This is an optimization exercise on Yosys and OpenROAD, whose aim is small area, not a production implementation. Function was checked by simulation only, so behaviour that the tests miss may differ from the original. Power is estimated from default activity; no workload was simulated.

==> flow/design.v (excerpt) <==
module fifo #(parameter WIDTH=64, parameter DEPTH=8)(
    input clk,
    input res_n,
    input shift_in,
    input shift_out,
    input [WIDTH-1:0] data_in,
    output full,
    output empty,
    output [WIDTH-1:0] data_out
    );
Settings: LEC_CHECK=0, CAP_MARGIN=20, CORE_MARGIN=2, CORE_UTILIZATION=60, SLEW_MARGIN=20, SYNTH_HIERARCHICAL=1, SYNTH_MINIMUM_KEEP_SIZE=0; clock period 5.0 ns.
standard.sh (not shown) runs the stock make flow with config.mk's settings and CLKGATE_MAP_FILE= SYNTH_SCRIPT=/design/flow/synth_recipe.tcl, a recipe that flattens the netlist after the stock synthesis.
==> flow/flow/run.sh <==
#!/bin/bash
# The standard layout (standard.sh) with three changes:
#  - the port buffers are the smallest buffer cell (buf_1);
#  - the clock tree is built from small clock buffers in larger sink clusters, without
#    dummy loads;
#  - global placement and placement repair buffer high-fanout nets with the small buffers
#    only (flow/small_bufs.tcl, sourced before those two steps).
# make's output goes to flow_make.log; each ORFS step also keeps its own log under orfs/logs/.
set -euo pipefail
here=$(pwd)
bash standard.sh \
  "BUFFER_PORTS_ARGS=-buffer_cell sky130_fd_sc_hd__buf_1" \
  "CTS_ARGS=-sink_clustering_enable -repair_clock_nets -dont_use_dummy_load -sink_clustering_size 11 -sink_clustering_max_diameter 50 -buf_list {sky130_fd_sc_hd__clkbuf_4}" \
  "PRE_GLOBAL_PLACE_TCL=$here/flow/small_bufs.tcl" \
  "PRE_RESIZE_TCL=$here/flow/small_bufs.tcl" \
  finish > flow_make.log 2>&1
==> flow/flow/small_bufs.tcl <==
# keep the resizer's buffering to the small buffers
set_dont_use [get_lib_cells {sky130_fd_sc_hd__buf_6 sky130_fd_sc_hd__buf_8 sky130_fd_sc_hd__buf_12 sky130_fd_sc_hd__buf_16 sky130_fd_sc_hd__bufbuf_8 sky130_fd_sc_hd__bufbuf_16}]
The baseline produced a clean layout.
==> next run, changes <==
--- a/flow/flow/run.sh
+++ b/flow/flow/run.sh
@@ -13 +13 @@
-  "CTS_ARGS=-sink_clustering_enable -repair_clock_nets -dont_use_dummy_load -sink_clustering_size 11 -sink_clustering_max_diameter 50 -buf_list {sky130_fd_sc_hd__clkbuf_4}" \
+  "CTS_ARGS=-sink_clustering_enable -repair_clock_nets -dont_use_dummy_load -sink_clustering_size 11 -sink_clustering_max_diameter 70 -buf_list {sky130_fd_sc_hd__clkbuf_4}" \
Effect: Wire length is about the same; final cell count stays flat; setup slack gains 11 ps; flip-flop and latch count is unchanged; utilization stays flat; global-route usage hardly moves; register-to-register slack loses 30 ps; total power hardly moves; maximum frequency is about the same.
==> next run, changes <==
--- a/flow/flow/run.sh
+++ b/flow/flow/run.sh
@@ -13 +13 @@
-  "CTS_ARGS=-sink_clustering_enable -repair_clock_nets -dont_use_dummy_load -sink_clustering_size 11 -sink_clustering_max_diameter 70 -buf_list {sky130_fd_sc_hd__clkbuf_4}" \
+  "CTS_ARGS=-sink_clustering_enable -repair_clock_nets -dont_use_dummy_load -sink_clustering_size 20 -sink_clustering_max_diameter 60 -buf_list {sky130_fd_sc_hd__clkbuf_4 sky130_fd_sc_hd__clkbuf_8}" \
Result: Synthesized area does not change. Via count drops by 1.4%. Maximum frequency climbs by 4.1%. Combinational power hardly moves.
==> next run, changes <==
--- a/flow/flow/run.sh
+++ b/flow/flow/run.sh
@@ -13 +13 @@
-  "CTS_ARGS=-sink_clustering_enable -repair_clock_nets -dont_use_dummy_load -sink_clustering_size 20 -sink_clustering_max_diameter 60 -buf_list {sky130_fd_sc_hd__clkbuf_4 sky130_fd_sc_hd__clkbuf_8}" \
+  "CTS_ARGS=-sink_clustering_enable -repair_clock_nets -dont_use_dummy_load -sink_clustering_size 10 -sink_clustering_max_diameter 50 -buf_list {sky130_fd_sc_hd__clkbuf_4}" \
=> Routed wire length increases by 0.82%. Final area is about the same. Worst setup slack is worse by 150 ps. Register-to-register slack barely changes. Synthesized area does not change. Via count increases by 1.8%. Clock-buffer cell count increases by 22.

-- port drivers added, routing unchanged --
Ports are ideal in the flow. The routed layouts listed here were re-timed in OpenROAD. Step 1 (the two cells are an assumption about what drives the block):
set clk [get_ports {clk}]
set_driving_cell -lib_cell sky130_fd_sc_hd__clkbuf_16 $clk
set_driving_cell -lib_cell sky130_fd_sc_hd__buf_2 [delete_from_list [all_inputs] $clk]
Step 2, shift: input delay + t, output delay - t, t = (earliest + latest rising clock arrival at the registers) / 2. This alone moves slack from input paths to output paths. a / b / c = no drivers / after step 1 / after step 2; a / b = the first two.
| run | t (ns) | setup slack, ns | slew at the worst register clock pin (ns) | worst data-port slew with drivers (ns) | pins driven straight from the clock port |
|---|---|---|---|---|---|
| the first run | 0.745 | 0.797 / 0.754 / 1.499 | 0.12 / 0.12 | 0.09 | 1 |
| the second run | 0.748 | 0.808 / 0.764 / 1.512 | 0.12 / 0.12 | 0.08 | 1 |
| the third run | 0.593 | 0.972 / 0.926 / 1.518 | 0.11 / 0.11 | 0.08 | 1 |
| the fourth run | 0.746 | 0.822 / 0.781 / 1.526 | 0.11 / 0.11 | 0.10 | 1 |
After both steps every run listed still meets setup and hold.
